Source: an optimization exercise on an open RTL-to-GDS flow (aim: a short achievable clock period and few clock cycles). Production flows keep margins and buffers that such runs may drop. In this exercise RTL edits were held to simulation tests only and were not proved equivalent to the original. Power and IR drop assume default switching activity.

File: flow/run.sh
#!/bin/bash
# synth_recipe.tcl (not shown) runs the flow's synth.tcl, then flattens the netlist and writes it again
# the make line also repeats each setting of config.mk as NAME=value (left out here)
make -C /OpenROAD-flow-scripts/flow DESIGN_CONFIG=/design/flow/config.mk WORK_HOME=/design/flow/orfs CLKGATE_MAP_FILE= SYNTH_SCRIPT=/design/flow/synth_recipe.tcl finish
File: flow/config.mk
export PLATFORM = sky130hd
export DESIGN_NAME = mips
export DESIGN_NICKNAME = mips
export VERILOG_FILES = /design/flow/design.v
export SDC_FILE = /design/flow/constraint.sdc
export NUM_CORES = 4
export LEC_CHECK = 0
export ABC_CLOCK_PERIOD_IN_PS = 2800
export CAP_MARGIN = 20
export CORE_MARGIN = 2
export CORE_UTILIZATION = 40
export GPL_TIMING_DRIVEN = 1
export SETUP_SLACK_MARGIN = 4.6
export SLEW_MARGIN = 20
File: flow/constraint.sdc
create_clock -name core_clock -period 7.5 [get_ports {clk}]
set_input_delay 1.5000 -clock core_clock [delete_from_list [all_inputs] [get_ports {clk}]]
set_output_delay 1.5000 -clock core_clock [all_outputs]
set_load 0.01 [all_outputs]
File: flow/design.v
module mips(
    input clk,
    input reset,
    input [31:0] i_inst_rdata,
    input [31:0] m_data_rdata,
    output [31:0] i_inst_addr,
    output [31:0] m_data_addr,
    output [31:0] m_data_wdata,
    output m_data_we,
    output [31:0] m_inst_addr,
    output w_grf_we,
    output [4:0] w_grf_addr,
    output [31:0] w_grf_wdata,
    output [31:0] w_inst_addr
);
reg [31:0] pc;
reg [31:0] d_ir;
reg [31:0] d_pc;
reg [31:0] d_pcp4;
reg [31:0] d_pcp8;
reg [31:0] e_a;
reg [31:0] e_b;
reg [31:0] e_sd;
reg        e_bypa;
reg        e_bypb;
reg        e_bypsd;
reg        e_sub;
reg        e_or;
reg        e_beq;       
reg        e_load;
reg        e_store;
reg        e_we;
reg [4:0]  e_dest;
reg [31:0] e_pc;
reg [31:0] e_target;
reg [31:0] m_res;
reg [31:0] m_sd;
reg        m_load;
reg        m_store;
reg        m_we;
reg [4:0]  m_dest;
reg [31:0] m_pc;
reg [31:0] w_value;
reg        w_we;
reg [4:0]  w_dest;
reg [31:0] w_pc;
reg [31:0] grf_regs [1:31];
wire [31:0] m_value = m_load ? m_data_rdata : m_res;
wire [5:0] d_op = d_ir[31:26];
wire [5:0] d_fn = d_ir[5:0];
wire [4:0] d_rs = d_ir[25:21];
wire [4:0] d_rt = d_ir[20:16];
wire [4:0] d_rd = d_ir[15:11];
wire [15:0] d_imm = d_ir[15:0];
wire d_rtype = (d_op == 6'h00);
wire d_add = d_rtype && (d_fn == 6'h20);
wire d_sub = d_rtype && (d_fn == 6'h22);
wire d_jr  = d_rtype && (d_fn == 6'h08);
wire d_ori = (d_op == 6'h0d);
wire d_lui = (d_op == 6'h0f);
wire d_lw  = (d_op == 6'h23);
wire d_sw  = (d_op == 6'h2b);
wire d_beq = (d_op == 6'h04);
wire d_j   = (d_op == 6'h02);
wire d_jal = (d_op == 6'h03);
wire d_we = d_add | d_sub | d_ori | d_lui | d_lw | d_jal;
wire [4:0] d_dest = (d_add | d_sub) ? d_rd :
                    (d_ori | d_lui | d_lw) ? d_rt :
                    d_jal ? 5'd31 : 5'd0;
wire d_rs_nz = (d_rs != 5'd0);
wire d_rt_nz = (d_rt != 5'd0);
wire rs_e = d_rs_nz && (d_rs == e_dest);
wire rs_m = d_rs_nz && (d_rs == m_dest);
wire rs_w = d_rs_nz && (d_rs == w_dest);
wire rt_e = d_rt_nz && (d_rt == e_dest);
wire rt_m = d_rt_nz && (d_rt == m_dest);
wire rt_w = d_rt_nz && (d_rt == w_dest);
wire [31:0] rf_rs = d_rs_nz ? grf_regs[d_rs] : 32'd0;
wire [31:0] rf_rt = d_rt_nz ? grf_regs[d_rt] : 32'd0;
wire [31:0] rs_val = rs_m ? m_value : rs_w ? w_value : rf_rs;
wire [31:0] rt_val = rt_m ? m_value : rt_w ? w_value : rf_rt;
wire [31:0] d_sext = {{16{d_imm[15]}}, d_imm};
wire [31:0] d_btarget = d_pcp4 + {d_sext[29:0], 2'b00};
wire [31:0] d_jtarget = {d_pcp4[31:28], d_ir[25:0], 2'b00};
wire d_beq_always = d_beq && (d_rs == d_rt);
wire stall = d_jr && rs_e;
wire d_redirect = d_j | d_jal | d_jr | d_beq_always;
wire [31:0] d_target = d_jr ? rs_val : d_beq_always ? d_btarget : d_jtarget;
wire [31:0] ea = e_bypa ? m_value : e_a;
wire [31:0] eb = e_bypb ? m_value : e_b;
wire [31:0] esd = e_bypsd ? m_value : e_sd;
wire [31:0] e_sum = ea + (eb ^ {32{e_sub}}) + {31'd0, e_sub};
wire [31:0] e_res = e_or ? (ea | eb) : e_sum;
wire e_redirect = e_beq && (ea == eb);
wire [31:0] pc_p4 = pc + 32'd4;
wire [31:0] pc_p8 = pc + 32'd8;
assign i_inst_addr = pc;
always @(posedge clk) begin
    if (reset) begin
        pc <= 32'h00003000;
        d_ir <= 32'd0;
    end else begin
        if (e_redirect)
            pc <= e_target;
        else if (!stall)
            pc <= d_redirect ? d_target : pc_p4;
        if (!stall) begin
            d_ir <= e_redirect ? 32'd0 : i_inst_rdata;
            d_pc <= pc;
            d_pcp4 <= pc_p4;
            d_pcp8 <= pc_p8;
        end
    end
end
always @(posedge clk) begin
    if (reset || stall) begin
        e_bypa <= 1'b0;
        e_bypb <= 1'b0;
        e_bypsd <= 1'b0;
        e_sub <= 1'b0;
        e_or <= 1'b0;
        e_beq <= 1'b0;
        e_load <= 1'b0;
        e_store <= 1'b0;
        e_we <= 1'b0;
        e_dest <= 5'd0;
    end else begin
        e_bypa <= rs_e && !(d_lui | d_jal);
        e_bypb <= rt_e && (d_add | d_sub | d_beq);
        e_bypsd <= rt_e && d_sw;
        e_sub <= d_sub;
        e_or <= d_ori | d_lui;
        e_beq <= d_beq && !d_beq_always;
        e_load <= d_lw;
        e_store <= d_sw;
        e_we <= d_we;
        e_dest <= d_dest;
    end
    e_a <= d_jal ? d_pcp8 : d_lui ? 32'd0 : rs_val;
    e_b <= (d_add | d_sub | d_beq) ? rt_val :
           d_ori ? {16'd0, d_imm} :
           d_lui ? {d_imm, 16'd0} :
           d_jal ? 32'd0 : d_sext;
    e_sd <= rt_val;
    e_pc <= d_pc;
    e_target <= d_btarget;
end
always @(posedge clk) begin
    if (reset) begin
        m_load <= 1'b0;
        m_store <= 1'b0;
        m_we <= 1'b0;
        m_dest <= 5'd0;
    end else begin
        m_load <= e_load;
        m_store <= e_store;
        m_we <= e_we;
        m_dest <= e_dest;
    end
    m_res <= e_res;
    m_sd <= esd;
    m_pc <= e_pc;
end
always @(posedge clk) begin
    if (reset) begin
        w_we <= 1'b0;
        w_dest <= 5'd0;
    end else begin
        w_we <= m_we;
        w_dest <= m_dest;
    end
    w_value <= m_value;
    w_pc <= m_pc;
end
integer i;
always @(posedge clk) begin
    if (reset) begin
        for (i = 1; i < 32; i = i + 1)
            grf_regs[i] <= 32'd0;
    end else if (w_dest != 5'd0) begin
        grf_regs[w_dest] <= w_value;
    end
end
assign m_data_addr = m_res;
assign m_data_wdata = m_sd;
assign m_data_we = m_store;
assign m_inst_addr = m_pc;
assign w_grf_we = w_we;
assign w_grf_addr = w_dest;
assign w_grf_wdata = w_value;
assign w_inst_addr = w_pc;
endmodule
==> results of run 1 <==
==> cells by family after synthesis <==
| kind of cell | Yosys count |
|---|---|
| other | 1 |
| adder cells (fa/ha/maj) | 94 |
| XOR/XNOR | 174 |
| AO/OA/AOI/OAI | 681 |
| multiplexers | 756 |
| flip-flops | 1535 |
| buffers and inverters | 590 |
| AND/OR/NAND/NOR | 1715 |
==> layout by cell type, fill, tap and decap left out, types with 26 or more instances in the layout <==
cell type / Yosys / layout
sky130_fd_sc_hd__clkbuf_16: 0 / 179
sky130_fd_sc_hd__a221o_1: 34 / 34
sky130_fd_sc_hd__ha_1: 91 / 64
sky130_fd_sc_hd__buf_8: 0 / 38
sky130_fd_sc_hd__a21oi_2: 0 / 75
sky130_fd_sc_hd__a21oi_1: 203 / 120
sky130_fd_sc_hd__a21o_1: 62 / 62
sky130_fd_sc_hd__bufbuf_16: 0 / 31
sky130_fd_sc_hd__or2_4: 0 / 56
sky130_fd_sc_hd__xnor2_1: 110 / 104
sky130_fd_sc_hd__mux4_2: 639 / 639
sky130_fd_sc_hd__and2_1: 1011 / 1010
sky130_fd_sc_hd__nor2_1: 293 / 247
sky130_fd_sc_hd__edfxtp_1: 1115 / 1115
sky130_fd_sc_hd__o21ai_1: 69 / 57
sky130_fd_sc_hd__nand2_1: 131 / 124
sky130_fd_sc_hd__inv_1: 85 / 78
sky130_fd_sc_hd__o21ai_0: 89 / 47
sky130_fd_sc_hd__conb_1: 1 / 32
sky130_fd_sc_hd__buf_16: 0 / 62
sky130_fd_sc_hd__dfxtp_4: 0 / 82
sky130_fd_sc_hd__nor2b_1: 45 / 38
sky130_fd_sc_hd__nand3_1: 44 / 38
sky130_fd_sc_hd__dfxtp_1: 420 / 276
sky130_fd_sc_hd__xor2_1: 63 / 62
sky130_fd_sc_hd__o21ai_4: 0 / 36
sky130_fd_sc_hd__clkinv_1: 0 / 32
sky130_fd_sc_hd__nor2_2: 2 / 43
sky130_fd_sc_hd__clkdlybuf4s50_1: 0 / 32
sky130_fd_sc_hd__mux2_4: 0 / 61
sky130_fd_sc_hd__dfxtp_2: 0 / 62
sky130_fd_sc_hd__mux2i_4: 1 / 35
sky130_fd_sc_hd__a221oi_4: 0 / 32
sky130_fd_sc_hd__buf_2: 46 / 123
sky130_fd_sc_hd__a22oi_2: 0 / 26
sky130_fd_sc_hd__buf_6: 15 / 144
sky130_fd_sc_hd__clkbuf_1: 360 / 33
sky130_fd_sc_hd__buf_12: 0 / 203
sky130_fd_sc_hd__buf_4: 19 / 385
==> power breakdown <==
| group | internal (mW) | switching (mW) |
|---|---|---|
| sequential | 9.92 | 0.527 |
| clock | 4.74 | 3.59 |
| combinational | 3.92 | 5.05 |
==> cell usage after synthesis (20+ instances only) <==
library cell               count
sky130_fd_sc_hd__nor2_1      293
sky130_fd_sc_hd__a221oi_1     47
sky130_fd_sc_hd__o21ai_1      69
sky130_fd_sc_hd__o21ai_0      89
sky130_fd_sc_hd__a21oi_1     203
sky130_fd_sc_hd__xnor2_1     110
sky130_fd_sc_hd__clkbuf_1    360
sky130_fd_sc_hd__edfxtp_1   1115
sky130_fd_sc_hd__buf_2        46
sky130_fd_sc_hd__nand2_1     131
sky130_fd_sc_hd__inv_1        85
sky130_fd_sc_hd__nor2b_1      45
sky130_fd_sc_hd__buf_1        61
sky130_fd_sc_hd__a22oi_1      31
sky130_fd_sc_hd__a211oi_1     25
sky130_fd_sc_hd__or2_2        37
sky130_fd_sc_hd__ha_1         91
sky130_fd_sc_hd__nor3_1       27
sky130_fd_sc_hd__mux2i_1      52
sky130_fd_sc_hd__nor4_1       23
sky130_fd_sc_hd__xor2_1       63
sky130_fd_sc_hd__mux2_2       62
sky130_fd_sc_hd__mux4_2      639
sky130_fd_sc_hd__a221o_1      34
sky130_fd_sc_hd__and3_1       20
sky130_fd_sc_hd__and2_1     1011
sky130_fd_sc_hd__nand3_1      44
sky130_fd_sc_hd__dfxtp_1     420
sky130_fd_sc_hd__a21o_1       62
==> sequential cells by signal (all words and copies together), names as in the netlist, 5 cells and up, named ones only <==
register  cells
w_dest        5
m_sd         32
d_ir         32
w_pc         32
d_pcp4       30
m_dest        5
e_b          32
e_pc         30
e_dest        5
w_value      32
m_res        32
d_pc         29
d_pcp8       32
e_target     32
grf_regs   1024
e_a          32
m_pc         32
e_sd         32
pc           32
==> metrics by stage <==
stage	setup WS (ns)	hold slack [ns]	area, sq um	utilization [%]
finish	3.45	0.325	101000	53.0
detailed placement	1.81	0.312	82700	43.4
CTS	3.55	0.326	99500	52.2
global route	3.37	0.330	101000	52.9
global placement	1.84	0.310	82700	43.4
floorplan	3.14	0.310	77900	-
==> metal layers <==
layer  up-vias  share of wire (%)
met5         -              0.039
met4        14                6.8
met3       944                 13
met2      3892                 44
met1     28555                 36
li1      22573                  -
==> final cells by class <==
| class | instances | area [sq um] | share of cell area [%] |
|---|---|---|---|
| diodes | 8 | 20.0 | 0.0198 |
| clock buffers | 212 | 4520 | 4.48 |
| repair buffers | 1085 | 13500 | 13.4 |
| well taps | 2511 | 3140 | 3.11 |
| multi-input cells | 3479 | 36200 | 35.9 |
| inverters | 89 | 354 | 0.351 |
| clock inverters | 86 | 850 | 0.842 |
| flip-flops and latches | 1535 | 42300 | 41.9 |
==> what timing repair did <==
action                                  in CTS  in global routing
buffers inserted                           507                 95
cloned                                      99                  7
endpoints found under the setup margin    1531                923
gates resized for setup                   1853                168
hold buffers                                 0                  0
pin swaps                                  158                 81
==> how the worst max path moves through the flow <==
stage	start	endpoint	slack (ns)	cells after the start
detailed placement	m_data_rdata[29]	pc[16]	1.81	14
finish	m_data_rdata[1]	m_res[24]	3.45	18
floorplan	m_data_rdata[1]	m_res[24]	3.14	16
global route	m_data_rdata[1]	m_res[18]	3.37	20
CTS	m_data_rdata[1]	m_res[28]	3.55	18
global placement	m_data_rdata[29]	pc[16]	1.84	14
==> run_summary.xml, run 1 <==
<?xml version="1.0" encoding="UTF-8"?>
<metrics>
  <group name="outcome">
    <metric name="status" unit="">timing/DRC/antenna clean</metric>
  </group>
  <group name="synthesis">
    <metric name="synth_flop_cell" unit="">sky130_fd_sc_hd__edfxtp_1</metric>
    <metric name="seq_area_frac_synth" unit="%">54.5</metric>
    <metric name="synth_top_area_cell" unit="">sky130_fd_sc_hd__edfxtp_1</metric>
    <metric name="postSynthRegisterBits" unit="">1535</metric>
    <metric name="avg_cell_area_syn" unit="sq um">13.9</metric>
    <metric name="number_of_enable_flip_flop_cells_after_synthesis" unit="">1115</metric>
    <metric name="post_synthesis_share_of_cell_area_spent_on_xor_and_xnor_gates" unit="%">1.99</metric>
    <metric name="synth-warning-count" unit="">1</metric>
    <metric name="synth_top_area_cells" unit="">sky130_fd_sc_hd__edfxtp_1 (44%), sky130_fd_sc_hd__mux4_2 (19%), sky130_fd_sc_hd__dfxtp_1 (11%)</metric>
    <metric name="synthDominantCellAreaShare" unit="%">43.6</metric>
    <metric name="post_synth_fa_ha_maj_area_fraction" unit="%">1.55</metric>
    <metric name="largest_family_of_logic_cells_by_synthesized_area" unit="">multiplexers</metric>
    <metric name="muxShareOfSynthArea" unit="%">20.4</metric>
    <metric name="ys_async_sr_fraction" unit="%">0</metric>
    <metric name="syn_inst" unit="">5546</metric>
    <metric name="synth_cell_types" unit="">81</metric>
    <metric name="synth_simple_gate_area_share" unit="%">12.6</metric>
    <metric name="synth.cell_area" unit="sq um">76800</metric>
    <metric name="synth_compound_area_share" unit="%">5.77</metric>
  </group>
  <group name="clock_network">
    <metric name="numCtsBuffers" unit="">167</metric>
    <metric name="cts-htree-levels" unit="">4</metric>
    <metric name="clock_tree_from_tritoncts" unit="">yes</metric>
    <metric name="clock_tree.root_cell" unit="">sky130_fd_sc_hd__clkbuf_16</metric>
    <metric name="cts_sinks" unit="">1535</metric>
    <metric name="clock_latency_on_the_worst_skew_pair" unit="ns">0.84</metric>
    <metric name="clk_pin_slew_worst_paths" unit="ns">0.06</metric>
    <metric name="clk_path_buf_depth" unit="">3</metric>
  </group>
  <group name="cells_and_area">
    <metric name="design.final.nets" unit="">6516</metric>
    <metric name="layoutNonFillerInstCount" unit="">9005</metric>
    <metric name="layout-drive-gt1-share" unit="%">40.0</metric>
    <metric name="fillerInstances" unit="">15312</metric>
    <metric name="syn_to_final_growth" unit="%">31.4</metric>
  </group>
  <group name="floorplan">
    <metric name="ioPinCount" unit="">265</metric>
    <metric name="floorplan.initialDensity" unit="%">40.3</metric>
    <metric name="placeableCoreArea" unit="sq um">191000</metric>
    <metric name="rows" unit="">160</metric>
    <metric name="die_y" unit="microns">442</metric>
    <metric name="design.die.area" unit="sq um">196000</metric>
    <metric name="die_x" unit="microns">442</metric>
  </group>
  <group name="power_and_ir_drop">
    <metric name="power" unit="mW">27.7</metric>
    <metric name="vdd.ir_drop.worst" unit="mV">0.274</metric>
    <metric name="power-per-cell-area" unit="nW/um^2">275</metric>
    <metric name="power_leakage" unit="nW">37.9</metric>
  </group>
  <group name="global_routing">
    <metric name="grt_busiest_layer" unit="">met2</metric>
    <metric name="grt_max_degree" unit="">69</metric>
    <metric name="groute.layer.met2.usage" unit="%">47.6</metric>
    <metric name="antenna_found_initial" unit="">27</metric>
    <metric name="vias_in_the_first_global_route" unit="">54357</metric>
    <metric name="overflow" unit="">0</metric>
    <metric name="wire_length_of_the_first_global_routing_pass" unit="microns">433000</metric>
    <metric name="grt.met1_usage" unit="%">39.9</metric>
    <metric name="globalRouteMet3Util" unit="%">10.3</metric>
    <metric name="groute.usage.overall" unit="%">31.5</metric>
  </group>
  <group name="worst_setup_path">
    <metric name="r2r_slack" unit="ns">3.56</metric>
    <metric name="critPathMaxFanout" unit="">3</metric>
    <metric name="timing.rr.start" unit="">m_load</metric>
    <metric name="required" unit="ns">8.18</metric>
    <metric name="cp-start-kind" unit="">input pin</metric>
    <metric name="reg2regPathDepth" unit="">18</metric>
    <metric name="worst-setup-path-type" unit="">input pin to flop</metric>
    <metric name="timing.critical_path.slowest_stage_cell" unit="">sky130_fd_sc_hd__a2111oi_4</metric>
    <metric name="critPathMaxStageDelay" unit="ns">0.41</metric>
    <metric name="cp_cell_sequence" unit="">buf_6 &gt; mux2i_4 &gt; nor2_2 &gt; a21oi_2 &gt; xnor2_2 &gt; inv_2 &gt; fa_2 &gt; nand2b_4 &gt; a2111oi_4 &gt; o22ai_2 &gt; a221oi_2 &gt; o211ai_1 &gt; buf_4 &gt; o21ai_4 &gt; a31oi_4 &gt; o21bai_1 &gt; xnor2_1 &gt; mux2i_1</metric>
    <metric name="timing.rr.end" unit="">m_res[24]</metric>
    <metric name="critPathArrivalTime" unit="ns">4.73</metric>
    <metric name="crit_path_end_kind" unit="">flop</metric>
    <metric name="worst_path_dominant_cell_family" unit="">compound AO/OA/AOI/OAI gates</metric>
    <metric name="cp_num_buf_inv" unit="">3</metric>
  </group>
  <group name="timing">
    <metric name="rsz0062_at_grt" unit="">true</metric>
    <metric name="final_number_of_hold_violating_endpoints" unit="">0</metric>
    <metric name="max_slew.worst_pin.slew" unit="ns">1.24</metric>
    <metric name="timing_max_transition_violations_final" unit="">0</metric>
    <metric name="max_freq" unit="GHz">0.247</metric>
    <metric name="fin_setup_tns" unit="ns">0</metric>
    <metric name="final.setup_skew" unit="ns">0.0399</metric>
    <metric name="headroom_to_the_max_slew_limit" unit="%">17.2</metric>
    <metric name="layout_worst_path_cycle_share" unit="%">54.0</metric>
    <metric name="setup_viol" unit="">0</metric>
    <metric name="final_period_minus_worst_setup_slack" unit="ns">4.05</metric>
  </group>
  <group name="placed_design">
    <metric name="place.detailed.hpwl" unit="microns">163000</metric>
    <metric name="placed_cell_count" unit="">7991</metric>
    <metric name="io_buffers" unit="">264</metric>
    <metric name="place_congestion" unit="">0.951</metric>
  </group>
  <group name="run">
    <metric name="drv.max_cap_violation_count" unit="">0</metric>
  </group>
  <group name="detailed_routing">
    <metric name="detail_route.iter0.violations" unit="">7580</metric>
    <metric name="postRouteAntennaNets" unit="">0</metric>
    <metric name="via_per_inst" unit="">6.22</metric>
    <metric name="drt_drc_violations_left" unit="">0</metric>
    <metric name="dr_total_vias" unit="">55978</metric>
    <metric name="drtPass1Iterations" unit="">6</metric>
    <metric name="routed_wl" unit="microns">315000</metric>
    <metric name="routedWlPerCell" unit="microns">35.0</metric>
  </group>
  <group name="worst_hold_path">
    <metric name="hold_start" unit="">e_pc[6]</metric>
    <metric name="hold_depth" unit="">0</metric>
    <metric name="hp_class" unit="">flop to flop</metric>
    <metric name="hold_path_end" unit="">m_pc[6]</metric>
  </group>
</metrics>
Testbench counts, summed over its fixed seeds: cycles 56,752.
==> run 2: changes to the inputs <==
--- a/flow/design.v
+++ b/flow/design.v
@@ -1,2 +1,56 @@
+module ALU(
+    input [31:0] a,
+    input [31:0] b,
+    input cin,
+    input or_mode,
+    output [31:0] s
+);
+wire [31:0] ab = a & b;
+wire [31:0] g0 = ab & {32{~or_mode}};
+wire [31:0] p0 = (a | b) & ~g0;
+wire [31:0] g1, p1, g2, p2, g3, p3, g4, p4, g5, p5;
+wire [31:0] gi = {g0[31:1], g0[0] | (p0[0] & cin)};
+genvar k;
+generate
+for (k = 0; k < 32; k = k + 1) begin : lvl
+    if (k >= 1) begin : l1
+        assign g1[k] = gi[k] | (p0[k] & gi[k-1]);
+        assign p1[k] = p0[k] & p0[k-1];
+    end else begin : l1z
+        assign g1[k] = gi[k];
+        assign p1[k] = p0[k];
+    end
+    if (k >= 2) begin : l2
+        assign g2[k] = g1[k] | (p1[k] & g1[k-2]);
+        assign p2[k] = p1[k] & p1[k-2];
+    end else begin : l2z
+        assign g2[k] = g1[k];
+        assign p2[k] = p1[k];
+    end
+    if (k >= 4) begin : l3
+        assign g3[k] = g2[k] | (p2[k] & g2[k-4]);
+        assign p3[k] = p2[k] & p2[k-4];
+    end else begin : l3z
+        assign g3[k] = g2[k];
+        assign p3[k] = p2[k];
+    end
+    if (k >= 8) begin : l4
+        assign g4[k] = g3[k] | (p3[k] & g3[k-8]);
+        assign p4[k] = p3[k] & p3[k-8];
+    end else begin : l4z
+        assign g4[k] = g3[k];
+        assign p4[k] = p3[k];
+    end
+    if (k >= 16) begin : l5
+        assign g5[k] = g4[k] | (p4[k] & g4[k-16]);
+        assign p5[k] = p4[k] & p4[k-16];
+    end else begin : l5z
+        assign g5[k] = g4[k];
+        assign p5[k] = p4[k];
+    end
+end
+endgenerate
+assign s = p0 ^ {g5[30:0], cin & ~or_mode};
+endmodule
 module mips(
     input clk,
@@ -22,7 +76,7 @@
 reg [31:0] e_b;
 reg [31:0] e_sd;
-reg        e_bypa;
-reg        e_bypb;
-reg        e_bypsd;
+reg        e_a_ld, e_a_alu, e_a_reg;
+reg        e_b_ldp, e_b_ldn, e_b_alup, e_b_alun, e_b_reg;
+reg        e_sd_ld, e_sd_alu, e_sd_reg;
 reg        e_sub;
 reg        e_or;
@@ -85,12 +139,20 @@
 wire d_beq_always = d_beq && (d_rs == d_rt);
 wire stall = d_jr && rs_e;
+wire byp_a = rs_e && !(d_lui | d_jal);
+wire byp_b = rt_e && (d_add | d_sub | d_beq);
+wire byp_sd = rt_e && d_sw;
 wire d_redirect = d_j | d_jal | d_jr | d_beq_always;
 wire [31:0] d_target = d_jr ? rs_val : d_beq_always ? d_btarget : d_jtarget;
-wire [31:0] ea = e_bypa ? m_value : e_a;
-wire [31:0] eb = e_bypb ? m_value : e_b;
-wire [31:0] esd = e_bypsd ? m_value : e_sd;
-wire [31:0] e_sum = ea + (eb ^ {32{e_sub}}) + {31'd0, e_sub};
-wire [31:0] e_res = e_or ? (ea | eb) : e_sum;
-wire e_redirect = e_beq && (ea == eb);
+wire [31:0] ea = ({32{e_a_ld}} & m_data_rdata) | ({32{e_a_alu}} & m_res) |
+                 ({32{e_a_reg}} & e_a);
+wire [31:0] eb = ({32{e_b_ldp}} & m_data_rdata) | ({32{e_b_ldn}} & ~m_data_rdata) |
+                 ({32{e_b_alup}} & m_res) | ({32{e_b_alun}} & ~m_res) |
+                 ({32{e_b_reg}} & e_b);
+wire [31:0] esd = ({32{e_sd_ld}} & m_data_rdata) | ({32{e_sd_alu}} & m_res) |
+                  ({32{e_sd_reg}} & e_sd);
+wire [31:0] e_res;
+ALU ALU(.a(ea), .b(eb), .cin(e_sub), .or_mode(e_or), .s(e_res));
+wire e_eq = &(~(ea | eb) | (ea & eb));
+wire e_redirect = e_beq && e_eq;
 wire [31:0] pc_p4 = pc + 32'd4;
 wire [31:0] pc_p8 = pc + 32'd8;
@@ -115,7 +177,15 @@
 always @(posedge clk) begin
     if (reset || stall) begin
-        e_bypa <= 1'b0;
-        e_bypb <= 1'b0;
-        e_bypsd <= 1'b0;
+        e_a_ld <= 1'b0;
+        e_a_alu <= 1'b0;
+        e_a_reg <= 1'b0;
+        e_b_ldp <= 1'b0;
+        e_b_ldn <= 1'b0;
+        e_b_alup <= 1'b0;
+        e_b_alun <= 1'b0;
+        e_b_reg <= 1'b0;
+        e_sd_ld <= 1'b0;
+        e_sd_alu <= 1'b0;
+        e_sd_reg <= 1'b0;
         e_sub <= 1'b0;
         e_or <= 1'b0;
@@ -126,7 +196,15 @@
         e_dest <= 5'd0;
     end else begin
-        e_bypa <= rs_e && !(d_lui | d_jal);
-        e_bypb <= rt_e && (d_add | d_sub | d_beq);
-        e_bypsd <= rt_e && d_sw;
+        e_a_ld <= byp_a && e_load;
+        e_a_alu <= byp_a && !e_load;
+        e_a_reg <= !byp_a;
+        e_b_ldp <= byp_b && e_load && !d_sub;
+        e_b_ldn <= byp_b && e_load && d_sub;
+        e_b_alup <= byp_b && !e_load && !d_sub;
+        e_b_alun <= byp_b && !e_load && d_sub;
+        e_b_reg <= !byp_b;
+        e_sd_ld <= byp_sd && e_load;
+        e_sd_alu <= byp_sd && !e_load;
+        e_sd_reg <= !byp_sd;
         e_sub <= d_sub;
         e_or <= d_ori | d_lui;
@@ -138,5 +216,6 @@
     end
     e_a <= d_jal ? d_pcp8 : d_lui ? 32'd0 : rs_val;
-    e_b <= (d_add | d_sub | d_beq) ? rt_val :
+    e_b <= (d_add | d_beq) ? rt_val :
+           d_sub ? ~rt_val :
            d_ori ? {16'd0, d_imm} :
            d_lui ? {d_imm, 16'd0} :
==> run 2 against run 1 <==
Net effect:
- still clean on timing, DRC and antenna
- first-iteration DRC count up 21%
- total power decreased by 12%
- worst hold slack lost 0.0016 ns
- sequential cell count up 8
- non-clock buffer count increased by 56
- clock power rose by 6.1%
- cell count up 5.9%
- sequential power barely moved
- routed wire length grew 7.2%
- via count is 7.2% higher
- cell area rose by 1.6%
- critical path type unchanged
- critical endpoint is now d_ir[0]
==> run_summary.xml, run 2 <==
<?xml version="1.0" encoding="UTF-8"?>
<metrics>
  <group name="outcome">
    <metric name="status" unit="">timing/DRC/antenna clean</metric>
  </group>
  <group name="cells_and_area">
    <metric name="layout-drive-gt1-share" unit="%">38.5</metric>
    <metric name="largest_register_ffs" unit="">1024</metric>
    <metric name="layout_common_cells" unit="">sky130_fd_sc_hd__edfxtp_1 (1115), sky130_fd_sc_hd__and2_1 (1002), sky130_fd_sc_hd__mux4_2 (573)</metric>
    <metric name="most_flop_heavy_register" unit="">grf_regs</metric>
    <metric name="finalCoreUtilization" unit="%">52.5</metric>
    <metric name="design.final.nets" unit="">6926</metric>
    <metric name="fillerInstances" unit="">16043</metric>
    <metric name="final_common_cell" unit="">sky130_fd_sc_hd__edfxtp_1</metric>
    <metric name="syn_to_final_growth" unit="%">30.2</metric>
  </group>
  <group name="clock_network">
    <metric name="clock_tree_from_tritoncts" unit="">yes</metric>
    <metric name="clk_pin_slew_worst_paths" unit="ns">0.07</metric>
    <metric name="clk_path_buf_depth" unit="">3</metric>
    <metric name="clock_latency_on_the_worst_skew_pair" unit="ns">0.87</metric>
    <metric name="cts_sinks" unit="">1543</metric>
    <metric name="cts-htree-levels" unit="">4</metric>
    <metric name="numCtsBuffers" unit="">170</metric>
    <metric name="clock_tree.root_cell" unit="">sky130_fd_sc_hd__clkbuf_16</metric>
  </group>
  <group name="floorplan">
    <metric name="rows" unit="">162</metric>
    <metric name="die_x" unit="microns">448</metric>
    <metric name="placeableCoreArea" unit="sq um">195000</metric>
    <metric name="die_y" unit="microns">448</metric>
    <metric name="floorplan.initialDensity" unit="%">40.3</metric>
    <metric name="ioPinCount" unit="">265</metric>
    <metric name="design.die.area" unit="sq um">200000</metric>
  </group>
  <group name="placed_design">
    <metric name="place_congestion" unit="">0.989</metric>
    <metric name="placement.setup.worst_slack" unit="ns">1.93</metric>
    <metric name="place.detailed.hpwl" unit="microns">188000</metric>
    <metric name="io_buffers" unit="">264</metric>
  </group>
  <group name="global_routing">
    <metric name="antenna_found_initial" unit="">27</metric>
    <metric name="wire_length_of_the_first_global_routing_pass" unit="microns">459000</metric>
    <metric name="vias_in_the_first_global_route" unit="">57673</metric>
    <metric name="overflow" unit="">0</metric>
    <metric name="grt_max_degree" unit="">78</metric>
    <metric name="groute.usage.overall" unit="%">33.0</metric>
  </group>
  <group name="detailed_routing">
    <metric name="dr_total_vias" unit="">60006</metric>
    <metric name="drt_drc_violations_left" unit="">0</metric>
    <metric name="routedWlPerCell" unit="microns">35.4</metric>
    <metric name="via_per_inst" unit="">6.29</metric>
    <metric name="drtPass1Iterations" unit="">12</metric>
    <metric name="routed_wl" unit="microns">338000</metric>
    <metric name="detail_route.iter0.violations" unit="">9175</metric>
    <metric name="postRouteAntennaNets" unit="">0</metric>
  </group>
  <group name="synthesis">
    <metric name="synthMostInstantiatedCell" unit="">sky130_fd_sc_hd__edfxtp_1</metric>
    <metric name="postSynthRegisterBits" unit="">1543</metric>
    <metric name="ys_async_sr_fraction" unit="%">0</metric>
    <metric name="netlist_top_cells_count" unit="">sky130_fd_sc_hd__edfxtp_1 (1115), sky130_fd_sc_hd__and2_1 (1006), sky130_fd_sc_hd__mux4_2 (573), sky130_fd_sc_hd__dfxtp_1 (428), sky130_fd_sc_hd__clkbuf_1 (385)</metric>
    <metric name="synth.cell_area" unit="sq um">78700</metric>
    <metric name="seq_area_frac_synth" unit="%">53.4</metric>
    <metric name="synth_flop_cell" unit="">sky130_fd_sc_hd__edfxtp_1</metric>
    <metric name="number_of_enable_flip_flop_cells_after_synthesis" unit="">1115</metric>
    <metric name="synth_cell_types" unit="">97</metric>
    <metric name="syn_inst" unit="">5951</metric>
    <metric name="synth_top_area_cells" unit="">sky130_fd_sc_hd__edfxtp_1 (43%), sky130_fd_sc_hd__mux4_2 (16%), sky130_fd_sc_hd__dfxtp_1 (11%)</metric>
    <metric name="synth-warning-count" unit="">1</metric>
    <metric name="synth_top_area_cell" unit="">sky130_fd_sc_hd__edfxtp_1</metric>
    <metric name="synthDominantCellAreaShare" unit="%">42.5</metric>
    <metric name="avg_cell_area_syn" unit="sq um">13.2</metric>
  </group>
  <group name="worst_setup_path">
    <metric name="cp-start-kind" unit="">input pin</metric>
    <metric name="timing.critical_path.slowest_stage_cell" unit="">sky130_fd_sc_hd__a222oi_1</metric>
    <metric name="crit_path_end_kind" unit="">flop</metric>
    <metric name="critPathArrivalTime" unit="ns">4.55</metric>
    <metric name="critPathMaxStageDelay" unit="ns">0.42</metric>
    <metric name="worst_path_dominant_cell_family" unit="">buffers and inverters</metric>
    <metric name="critPathMaxFanout" unit="">5</metric>
    <metric name="required" unit="ns">8.25</metric>
    <metric name="worst-setup-path-type" unit="">input pin to flop</metric>
    <metric name="cp_cell_sequence" unit="">clkdlybuf4s15_2 &gt; a222oi_1 &gt; inv_1 &gt; ha_4 &gt; nor4_4 &gt; nand4_1 &gt; buf_6 &gt; buf_6 &gt; nor4_4 &gt; clkbuf_16 &gt; nor2_4 &gt; buf_4 &gt; buf_4 &gt; buf_16 &gt; and3_1</metric>
    <metric name="cp_num_buf_inv" unit="">8</metric>
  </group>
  <group name="timing">
    <metric name="max_slew.worst_pin.slew" unit="ns">1.24</metric>
    <metric name="rsz0062_at_grt" unit="">true</metric>
    <metric name="timing_max_transition_violations_final" unit="">0</metric>
    <metric name="max_freq" unit="GHz">0.263</metric>
    <metric name="final_period_minus_worst_setup_slack" unit="ns">3.80</metric>
    <metric name="setup_ws" unit="ns">3.70</metric>
    <metric name="fin_setup_tns" unit="ns">0</metric>
    <metric name="final_number_of_hold_violating_endpoints" unit="">0</metric>
    <metric name="headroom_to_the_max_slew_limit" unit="%">16.9</metric>
    <metric name="layout_worst_path_cycle_share" unit="%">50.7</metric>
    <metric name="setup_viol" unit="">0</metric>
    <metric name="final.setup_skew" unit="ns">0.0523</metric>
  </group>
  <group name="power_and_ir_drop">
    <metric name="power_leakage" unit="nW">38.6</metric>
    <metric name="power-per-cell-area" unit="nW/um^2">238</metric>
    <metric name="vdd.ir_drop.worst" unit="mV">0.271</metric>
    <metric name="power" unit="mW">24.4</metric>
  </group>
  <group name="worst_hold_path">
    <metric name="hp_class" unit="">flop to flop</metric>
  </group>
  <group name="run">
    <metric name="drv.max_cap_violation_count" unit="">0</metric>
  </group>
</metrics>
-- run 2: worst reg2reg max path, cell delays in order (launching register included) --
cell                      delay, ns
sky130_fd_sc_hd__dfxtp_1       0.45
sky130_fd_sc_hd__nor3_1        0.23
sky130_fd_sc_hd__nand3_1       0.69
sky130_fd_sc_hd__o31ai_2       0.86
sky130_fd_sc_hd__buf_4         0.32
sky130_fd_sc_hd__nor2_1        0.08
sky130_fd_sc_hd__a221o_1       0.55
sky130_fd_sc_hd__a21oi_1       0.23
sky130_fd_sc_hd__o21ai_1       0.09
-- run 2: area by class of cell --
| cell class | count | area, sq um | share of cell area, % |
|---|---|---|---|
| Timing Repair Buffer | 1141 | 12800 | 12.4 |
| Inverter | 171 | 677 | 0.660 |
| Multi-Input combinational cell | 3735 | 37500 | 36.5 |
| Clock inverter | 83 | 957 | 0.934 |
| Antenna cell | 8 | 20.0 | 0.0195 |
| Timing Repair inverter | 1 | 7.51 | 0.00732 |
| Clock buffer | 232 | 4840 | 4.72 |
| Sequential cell | 1543 | 42500 | 41.5 |
| Tap cell | 2624 | 3280 | 3.20 |
-- run 2: metrics by stage --
step | cell area, sq um | cells | hold WS, ns
floorplan | 79700 | 5982 | 0.310
global placement | 85100 | 8528 | 0.311
detailed placement | 85100 | 8530 | 0.312
CTS | 99800 | 9378 | 0.321
global route | 103000 | 9533 | 0.327
finish | 103000 | 9538 | 0.324
-- run 2: cell families after synthesis --
logic type / after synthesis / share of synthesized area (%)
simple gates: 1883 / 13.5
flops: 1543 / 53.4
compound gates: 804 / 7.23
mux: 780 / 19.1
buf+inv: 711 / 3.72
xor+xnor: 132 / 1.47
fa+ha+maj: 97 / 1.55
other cells: 1 / 0.00476
-- run 2: power by group --
| part | leakage [nW] | internal (mW) | total [mW] | switching [mW] |
|---|---|---|---|---|
| Clock | 2.84 | 5.08 | 8.84 | 3.76 |
| Combinational | 20.7 | 2.39 | 5.48 | 3.09 |
| Sequential | 15.1 | 9.71 | 10.1 | 0.401 |
| Total | 38.6 | 17.2 | 24.4 | 7.24 |
-- run 2: what timing repair did --
action | CTS | global route
setup buffers | 457 | 137
endpoints found under the setup margin | 1572 | 951
hold buffers | 0 | 0
cloned | 76 | 15
pin swaps | 195 | 174
gates resized for setup | 1896 | 310
-- run 2: path summary, 6_finish.rpt --
path / start / to / slack (ns) / cells after the start
setup / recovery: m_data_rdata[3] / d_ir[0] / 3.70 / 15
setup reg to reg: d_ir[27] / pc[13] / 3.86 / 8
hold / removal: e_pc[20] / m_pc[20] / 0.32 / 0
hold reg to reg: e_pc[20] / m_pc[20] / 0.32 / 0
-- run 2: layer usage --
layer / GRT usage [%] / share of wire [%]
met1: 40.8 / 35
met2: 50.8 / 45
met3: 10.9 / 14
met4: 18.1 / 6.5
met5: 0 / 0.027
Testbench counts of run 2, summed over its fixed seeds: cycles 56,752.
==> run 3: changes to the inputs <==
--- a/flow/design.v
+++ b/flow/design.v
@@ -70,7 +70,13 @@
 reg [31:0] pc;
 reg [31:0] d_ir;
+reg        d_kill;      
 reg [31:0] d_pc;
 reg [31:0] d_pcp4;
 reg [31:0] d_pcp8;
+reg [31:0] d_btarget;   
+reg [31:0] d_rsv;       
+reg [31:0] d_rtv;
+reg        d_rs_e, d_rs_m, d_rs_w, d_rs_x;    
+reg        d_rt_e, d_rt_m, d_rt_w, d_rt_x;    
 reg [31:0] e_a;
 reg [31:0] e_b;
@@ -81,5 +87,7 @@
 reg        e_sub;
 reg        e_or;
-reg        e_beq;       
+reg        e_beq_ld, e_beq_alu, e_beq_reg;   
+reg [31:0] e_cmp;
+reg        e_eq_pre;
 reg        e_load;
 reg        e_store;
@@ -99,4 +107,5 @@
 reg [4:0]  w_dest;
 reg [31:0] w_pc;
+reg [31:0] x_value;     
 reg [31:0] grf_regs [1:31];
 wire [31:0] m_value = m_load ? m_data_rdata : m_res;
@@ -107,35 +116,34 @@
 wire [4:0] d_rd = d_ir[15:11];
 wire [15:0] d_imm = d_ir[15:0];
-wire d_rtype = (d_op == 6'h00);
+wire d_ok = !d_kill;
+wire d_rtype = d_ok && (d_op == 6'h00);
 wire d_add = d_rtype && (d_fn == 6'h20);
 wire d_sub = d_rtype && (d_fn == 6'h22);
 wire d_jr  = d_rtype && (d_fn == 6'h08);
-wire d_ori = (d_op == 6'h0d);
-wire d_lui = (d_op == 6'h0f);
-wire d_lw  = (d_op == 6'h23);
-wire d_sw  = (d_op == 6'h2b);
-wire d_beq = (d_op == 6'h04);
-wire d_j   = (d_op == 6'h02);
-wire d_jal = (d_op == 6'h03);
+wire d_ori = d_ok && (d_op == 6'h0d);
+wire d_lui = d_ok && (d_op == 6'h0f);
+wire d_lw  = d_ok && (d_op == 6'h23);
+wire d_sw  = d_ok && (d_op == 6'h2b);
+wire d_beq = d_ok && (d_op == 6'h04);
+wire d_j   = d_ok && (d_op == 6'h02);
+wire d_jal = d_ok && (d_op == 6'h03);
 wire d_we = d_add | d_sub | d_ori | d_lui | d_lw | d_jal;
 wire [4:0] d_dest = (d_add | d_sub) ? d_rd :
                     (d_ori | d_lui | d_lw) ? d_rt :
                     d_jal ? 5'd31 : 5'd0;
-wire d_rs_nz = (d_rs != 5'd0);
-wire d_rt_nz = (d_rt != 5'd0);
-wire rs_e = d_rs_nz && (d_rs == e_dest);
-wire rs_m = d_rs_nz && (d_rs == m_dest);
-wire rs_w = d_rs_nz && (d_rs == w_dest);
-wire rt_e = d_rt_nz && (d_rt == e_dest);
-wire rt_m = d_rt_nz && (d_rt == m_dest);
-wire rt_w = d_rt_nz && (d_rt == w_dest);
-wire [31:0] rf_rs = d_rs_nz ? grf_regs[d_rs] : 32'd0;
-wire [31:0] rf_rt = d_rt_nz ? grf_regs[d_rt] : 32'd0;
-wire [31:0] rs_val = rs_m ? m_value : rs_w ? w_value : rf_rs;
-wire [31:0] rt_val = rt_m ? m_value : rt_w ? w_value : rf_rt;
+wire rs_e = d_rs_e;
+wire rs_m = d_rs_m;
+wire rs_w = d_rs_w;
+wire rt_e = d_rt_e;
+wire rt_m = d_rt_m;
+wire rt_w = d_rt_w;
+wire rs_x = d_rs_x;
+wire rt_x = d_rt_x;
+wire [31:0] rs_val = rs_m ? m_value : rs_w ? w_value : rs_x ? x_value : d_rsv;
+wire [31:0] rt_val = rt_m ? m_value : rt_w ? w_value : rt_x ? x_value : d_rtv;
 wire [31:0] d_sext = {{16{d_imm[15]}}, d_imm};
-wire [31:0] d_btarget = d_pcp4 + {d_sext[29:0], 2'b00};
 wire [31:0] d_jtarget = {d_pcp4[31:28], d_ir[25:0], 2'b00};
 wire d_beq_always = d_beq && (d_rs == d_rt);
+wire d_beq_cond = d_beq && (d_rs != d_rt);
 wire stall = d_jr && rs_e;
 wire byp_a = rs_e && !(d_lui | d_jal);
@@ -153,13 +161,31 @@
 wire [31:0] e_res;
 ALU ALU(.a(ea), .b(eb), .cin(e_sub), .or_mode(e_or), .s(e_res));
-wire e_eq = &(~(ea | eb) | (ea & eb));
-wire e_redirect = e_beq && e_eq;
+wire e_eq_ld = (m_data_rdata == e_cmp);
+wire e_eq_alu = (m_res == e_cmp);
+wire e_redirect = (e_beq_ld && e_eq_ld) || (e_beq_alu && e_eq_alu) ||
+                  (e_beq_reg && e_eq_pre);
 wire [31:0] pc_p4 = pc + 32'd4;
 wire [31:0] pc_p8 = pc + 32'd8;
+wire [31:0] f_btarget = pc_p4 + {{14{i_inst_rdata[15]}}, i_inst_rdata[15:0], 2'b00};
 assign i_inst_addr = pc;
+wire [4:0] f_rs = i_inst_rdata[25:21];
+wire [4:0] f_rt = i_inst_rdata[20:16];
+wire f_rs_nz = (f_rs != 5'd0);
+wire f_rt_nz = (f_rt != 5'd0);
+wire [31:0] f_rsv = f_rs_nz ? grf_regs[f_rs] : 32'd0;
+wire [31:0] f_rtv = f_rt_nz ? grf_regs[f_rt] : 32'd0;
 always @(posedge clk) begin
     if (reset) begin
         pc <= 32'h00003000;
         d_ir <= 32'd0;
+        d_kill <= 1'b0;
+        d_rs_e <= 1'b0;
+        d_rs_m <= 1'b0;
+        d_rs_w <= 1'b0;
+        d_rs_x <= 1'b0;
+        d_rt_e <= 1'b0;
+        d_rt_m <= 1'b0;
+        d_rt_w <= 1'b0;
+        d_rt_x <= 1'b0;
     end else begin
         if (e_redirect)
@@ -168,8 +194,31 @@
             pc <= d_redirect ? d_target : pc_p4;
         if (!stall) begin
-            d_ir <= e_redirect ? 32'd0 : i_inst_rdata;
+            d_ir <= i_inst_rdata;
+            d_kill <= e_redirect;
             d_pc <= pc;
             d_pcp4 <= pc_p4;
             d_pcp8 <= pc_p8;
+            d_btarget <= f_btarget;
+            d_rsv <= f_rsv;
+            d_rtv <= f_rtv;
+            d_rs_e <= f_rs_nz && (f_rs == d_dest);
+            d_rs_m <= f_rs_nz && (f_rs == e_dest);
+            d_rs_w <= f_rs_nz && (f_rs == m_dest);
+            d_rs_x <= f_rs_nz && (f_rs == w_dest);
+            d_rt_e <= f_rt_nz && (f_rt == d_dest);
+            d_rt_m <= f_rt_nz && (f_rt == e_dest);
+            d_rt_w <= f_rt_nz && (f_rt == m_dest);
+            d_rt_x <= f_rt_nz && (f_rt == w_dest);
+        end else begin
+            d_rsv <= rs_val;
+            d_rtv <= rt_val;
+            d_rs_e <= 1'b0;
+            d_rs_m <= d_rs_e;
+            d_rs_w <= d_rs_m;
+            d_rs_x <= d_rs_w;
+            d_rt_e <= 1'b0;
+            d_rt_m <= d_rt_e;
+            d_rt_w <= d_rt_m;
+            d_rt_x <= d_rt_w;
         end
     end
@@ -190,5 +239,7 @@
         e_sub <= 1'b0;
         e_or <= 1'b0;
-        e_beq <= 1'b0;
+        e_beq_ld <= 1'b0;
+        e_beq_alu <= 1'b0;
+        e_beq_reg <= 1'b0;
         e_load <= 1'b0;
         e_store <= 1'b0;
@@ -209,5 +260,7 @@
         e_sub <= d_sub;
         e_or <= d_ori | d_lui;
-        e_beq <= d_beq && !d_beq_always;
+        e_beq_ld <= d_beq_cond && (rs_e || rt_e) && e_load;
+        e_beq_alu <= d_beq_cond && (rs_e || rt_e) && !e_load;
+        e_beq_reg <= d_beq_cond && !(rs_e || rt_e);
         e_load <= d_lw;
         e_store <= d_sw;
@@ -222,4 +275,6 @@
            d_jal ? 32'd0 : d_sext;
     e_sd <= rt_val;
+    e_cmp <= rs_e ? rt_val : rs_val;
+    e_eq_pre <= (rs_val == rt_val);
     e_pc <= d_pc;
     e_target <= d_btarget;
@@ -250,4 +305,5 @@
     end
     w_value <= m_value;
+    x_value <= w_value;
     w_pc <= m_pc;
 end
--- a/flow/config.mk
+++ b/flow/config.mk
@@ -9,6 +9,7 @@
 export CAP_MARGIN = 20
 export CORE_MARGIN = 2
-export CORE_UTILIZATION = 40
+export CORE_UTILIZATION = 55
 export GPL_TIMING_DRIVEN = 1
+export PLACE_DENSITY = 0.65
 export SETUP_SLACK_MARGIN = 4.6
 export SLEW_MARGIN = 20
==> run 3 against run 2 <==
Net effect:
- first-iteration DRC count is 13% higher
- maximum frequency is 5.5% higher
- synthesized cell count is 6.1% higher
- die area is 23% lower
- clock power is 2% lower
- cell count is 4.9% lower
- total power is 1.0% lower
- via count is 4.7% higher
- sequential power is 8% higher
- routed wire length is 2.6% higher
- largest cell class unchanged
==> run_summary.xml, run 3 <==
<?xml version="1.0" encoding="UTF-8"?>
<metrics>
  <group name="worst_setup_path">
    <metric name="cp-start-kind" unit="">input pin</metric>
    <metric name="cp_cell_sequence" unit="">buf_12 &gt; buf_4 &gt; buf_6 &gt; mux2i_4 &gt; a311o_1 &gt; nand2_2 &gt; ha_4 &gt; a21oi_2 &gt; nand2_2 &gt; o221ai_4 &gt; o211ai_1 &gt; a2bb2oi_2 &gt; o221ai_2 &gt; buf_4 &gt; a21o_1 &gt; a21oi_2 &gt; o31ai_2 &gt; xor2_1</metric>
    <metric name="critPathArrivalTime" unit="ns">4.34</metric>
    <metric name="worst-setup-path-type" unit="">input pin to flop</metric>
    <metric name="timing.critical_path.slowest_stage_cell" unit="">sky130_fd_sc_hd__a311o_1</metric>
    <metric name="cp_num_buf_inv" unit="">4</metric>
    <metric name="critPathLaunch" unit="">m_data_rdata[0]</metric>
    <metric name="r2r_slack" unit="ns">3.92</metric>
    <metric name="required" unit="ns">8.23</metric>
    <metric name="crit_cells" unit="">18</metric>
    <metric name="critPathCapture" unit="">m_res[20]</metric>
    <metric name="critPathMaxFanout" unit="">4</metric>
    <metric name="timing.rr.end" unit="">d_btarget[30]</metric>
    <metric name="worst_path_dominant_cell_family" unit="">compound AO/OA/AOI/OAI gates</metric>
    <metric name="crit_path_end_kind" unit="">flop</metric>
    <metric name="reg2regPathDepth" unit="">16</metric>
    <metric name="critPathMaxStageDelay" unit="ns">0.33</metric>
    <metric name="timing.rr.start" unit="">pc[7]</metric>
  </group>
  <group name="detailed_routing">
    <metric name="via_per_inst" unit="">6.92</metric>
    <metric name="routedWlPerCell" unit="microns">38.2</metric>
    <metric name="detail_route.iter0.violations" unit="">10358</metric>
    <metric name="postRouteAntennaNets" unit="">0</metric>
    <metric name="drt_drc_violations_left" unit="">0</metric>
    <metric name="routed_wl" unit="microns">346000</metric>
    <metric name="dr_total_vias" unit="">62809</metric>
    <metric name="drtPass1Iterations" unit="">9</metric>
  </group>
  <group name="clock_network">
    <metric name="cts_sinks" unit="">1677</metric>
    <metric name="clk_pin_slew_worst_paths" unit="ns">0.06</metric>
    <metric name="clk_path_buf_depth" unit="">3</metric>
    <metric name="clock_tree_from_tritoncts" unit="">yes</metric>
    <metric name="clock_tree.root_cell" unit="">sky130_fd_sc_hd__clkbuf_16</metric>
    <metric name="cts-htree-levels" unit="">4</metric>
    <metric name="numCtsBuffers" unit="">176</metric>
    <metric name="clock_latency_on_the_worst_skew_pair" unit="ns">0.85</metric>
  </group>
  <group name="placed_design">
    <metric name="detailed_place.area" unit="sq um">88600</metric>
    <metric name="io_buffers" unit="">264</metric>
    <metric name="place_congestion" unit="">1.04</metric>
    <metric name="placed_cell_count" unit="">8266</metric>
    <metric name="place.detailed.hpwl" unit="microns">185000</metric>
  </group>
  <group name="cells_and_area">
    <metric name="largest_register_ffs" unit="">1024</metric>
    <metric name="final_cell_area" unit="sq um">103000</metric>
    <metric name="final_common_cell" unit="">sky130_fd_sc_hd__edfxtp_1</metric>
    <metric name="syn_to_final_growth" unit="%">24.7</metric>
    <metric name="most_flop_heavy_register" unit="">grf_regs</metric>
    <metric name="layout_common_cells" unit="">sky130_fd_sc_hd__edfxtp_1 (1183), sky130_fd_sc_hd__and2_1 (1003), sky130_fd_sc_hd__mux4_2 (568)</metric>
    <metric name="layout-drive-gt1-share" unit="%">32.2</metric>
    <metric name="design.final.nets" unit="">7004</metric>
    <metric name="layoutNonFillerInstCount" unit="">9071</metric>
  </group>
  <group name="global_routing">
    <metric name="groute.usage.overall" unit="%">44.9</metric>
    <metric name="wire_length_of_the_first_global_routing_pass" unit="microns">473000</metric>
    <metric name="vias_in_the_first_global_route" unit="">60508</metric>
    <metric name="overflow" unit="">0</metric>
    <metric name="grt_max_degree" unit="">76</metric>
    <metric name="antenna_found_initial" unit="">33</metric>
  </group>
  <group name="worst_hold_path">
    <metric name="hp_class" unit="">flop to flop</metric>
  </group>
  <group name="synthesis">
    <metric name="avg_cell_area_syn" unit="sq um">13.1</metric>
    <metric name="netlist_top_cells_count" unit="">sky130_fd_sc_hd__edfxtp_1 (1183), sky130_fd_sc_hd__and2_1 (1006), sky130_fd_sc_hd__mux4_2 (568), sky130_fd_sc_hd__dfxtp_1 (494), sky130_fd_sc_hd__clkbuf_1 (415)</metric>
    <metric name="number_of_enable_flip_flop_cells_after_synthesis" unit="">1183</metric>
    <metric name="syn_inst" unit="">6314</metric>
    <metric name="synthMostInstantiatedCell" unit="">sky130_fd_sc_hd__edfxtp_1</metric>
    <metric name="synth_top_area_cell" unit="">sky130_fd_sc_hd__edfxtp_1</metric>
    <metric name="synth_cell_types" unit="">86</metric>
    <metric name="synth-warning-count" unit="">1</metric>
    <metric name="postSynthRegisterBits" unit="">1677</metric>
    <metric name="synth_flop_cell" unit="">sky130_fd_sc_hd__edfxtp_1</metric>
    <metric name="synth_top_area_cells" unit="">sky130_fd_sc_hd__edfxtp_1 (43%), sky130_fd_sc_hd__mux4_2 (15%), sky130_fd_sc_hd__dfxtp_1 (12%)</metric>
    <metric name="synthDominantCellAreaShare" unit="%">42.8</metric>
    <metric name="synth.cell_area" unit="sq um">82900</metric>
    <metric name="ys_async_sr_fraction" unit="%">0</metric>
    <metric name="seq_area_frac_synth" unit="%">54.8</metric>
  </group>
  <group name="floorplan">
    <metric name="die_x" unit="microns">392</metric>
    <metric name="rows" unit="">142</metric>
    <metric name="floorplan.initialDensity" unit="%">55.4</metric>
    <metric name="ioPinCount" unit="">265</metric>
    <metric name="design.die.area" unit="sq um">154000</metric>
    <metric name="placeableCoreArea" unit="sq um">150000</metric>
    <metric name="die_y" unit="microns">392</metric>
  </group>
  <group name="timing">
    <metric name="final_number_of_hold_violating_endpoints" unit="">0</metric>
    <metric name="setup_viol" unit="">0</metric>
    <metric name="rsz0062_at_grt" unit="">true</metric>
    <metric name="max_slew.worst_pin.slew" unit="ns">1.23</metric>
    <metric name="max_freq" unit="GHz">0.278</metric>
    <metric name="fin_setup_tns" unit="ns">0</metric>
    <metric name="headroom_to_the_max_slew_limit" unit="%">16.9</metric>
    <metric name="layout_worst_path_cycle_share" unit="%">48.0</metric>
    <metric name="final.setup_skew" unit="ns">0.0361</metric>
    <metric name="timing_max_transition_violations_final" unit="">0</metric>
    <metric name="final_period_minus_worst_setup_slack" unit="ns">3.60</metric>
  </group>
  <group name="power_and_ir_drop">
    <metric name="power.share.combinational" unit="%">19.1</metric>
    <metric name="power_leakage" unit="nW">38.9</metric>
    <metric name="cell_internal_pwr" unit="mW">17.3</metric>
    <metric name="power.sequential.fraction" unit="%">45.1</metric>
    <metric name="power-per-cell-area" unit="nW/um^2">234</metric>
    <metric name="vdd.ir_drop.worst" unit="mV">0.259</metric>
    <metric name="power" unit="mW">24.2</metric>
    <metric name="share_clk_of_total_power" unit="%">35.9</metric>
    <metric name="sw_frac_of_total" unit="%">28.6</metric>
    <metric name="netSwitchingPower" unit="mW">6.91</metric>
  </group>
  <group name="outcome">
    <metric name="status" unit="">timing/DRC/antenna clean</metric>
  </group>
  <group name="run">
    <metric name="drv.max_cap_violation_count" unit="">0</metric>
  </group>
</metrics>
## run 3: through the flow
step                utilization (%)  setup slack [ns]  hold slack [ns]
floorplan                         -              3.51            0.310
global placement               59.2              2.29            0.311
detailed placement             59.2              2.36            0.312
CTS                            67.8              3.80            0.324
global route                   69.0              3.74            0.330
finish                         69.0              3.90            0.322
## run 3: timing repair
action	CTS	global route
hold buffers	0	0
setup endpoints to repair	2064	469
buffers inserted	314	81
pin swaps	128	118
gates resized for setup	1454	290
gates cloned	70	12
## run 3: logic make-up (layout without fill, tap and decap cells)
family / Yosys count / in the layout / share of synthesized area (%)
flip-flops: 1677 / 1677 / 54.8
AO/OA/AOI/OAI: 866 / 866 / 6.91
XOR/XNOR: 250 / 250 / 2.64
AND/OR/NAND/NOR: 1963 / 1965 / 12.9
buffers and inverters: 645 / 1340 / 3.01
other: 1 / 45 / 0.00452
adder cells (fa/ha/maj): 43 / 43 / 0.628
multiplexers: 869 / 869 / 19.2
## run 3: routing by layer
layer	GRT usage [%]	vias up	wire, microns	part of all wire (%)
li1	-	24895	-	-
met2	65.7	5414	149000	43
met1	54.8	31222	113000	33
met4	32.6	12	31600	9.1
met3	16.5	1266	52700	15
met5	0	-	95	0.027
## run 3: power by group through the flow
stage          clock (mW)  sequential [mW]  combinational [mW]
6_report             8.68             10.9                4.61
4_1_cts              8.69             10.9                4.24
3_3_place_gp            0             11.1                3.15
5_1_grt              9.08             10.9                4.61
3_5_place_dp            0             11.1                3.17
2_1_floorplan           0             11.0                1.79
## run 3: layout make-up
class | count | area [sq um]
diodes | 13 | 32.5
clock buffers | 237 | 5030
clock inverters | 78 | 571
fillers | 10433 | 46400
inverters | 91 | 372
multi-input cells | 4025 | 38200
flip-flops and latches | 1677 | 45800
well taps | 2016 | 2520
repair buffers | 933 | 10800
repair inverters | 1 | 7.51
## run 3: worst min-delay path by stage
stage | start | endpoint | slack (ns) | cells after the start
4_1_cts | e_pc[22] | m_pc[22] | 0.32 | 0
6_report | e_pc[22] | m_pc[22] | 0.32 | 0
3_3_place_gp | e_pc[13] | m_pc[13] | 0.31 | 0
2_1_floorplan | e_pc[10] | m_pc[10] | 0.31 | 0
5_1_grt | e_pc[18] | m_pc[18] | 0.33 | 0
3_5_place_dp | e_pc[22] | m_pc[22] | 0.31 | 0
Testbench counts of run 3, summed over its fixed seeds: cycles 56,752.

## separate check: timing with driven ports
In the flow no input, the clock included, has a driving cell. The finished layouts below were timed again as built, in two steps.
Step 1: set_driving_cell puts a clkbuf_16 on clk and a buf_2 on each other input, an assumption about the parent block.
Step 2, shift: input delay + t, output delay - t, t = (earliest + latest rising clock arrival at the registers) / 2. This alone moves slack from input paths to output paths.
Slacks: no drivers / after step 1 / after step 2; pairs: no drivers / after step 1.
run	t, ns	setup WS [ns]	latest minus earliest clock arrival (ns)	pins driven straight from the clock port
run 1	0.907	3.448 / 3.495 / 2.589	0.048 / 0.049	1
run 2	0.947	3.701 / 3.766 / 2.819	0.059 / 0.060	1
run 3	0.911	3.898 / 3.925 / 3.020	0.037 / 0.037	1
After both steps setup and hold are still met in every run listed. For run 2, which loses most, drivers alone change the setup slack by +0.065 ns; drivers and shift together by -0.882 ns.
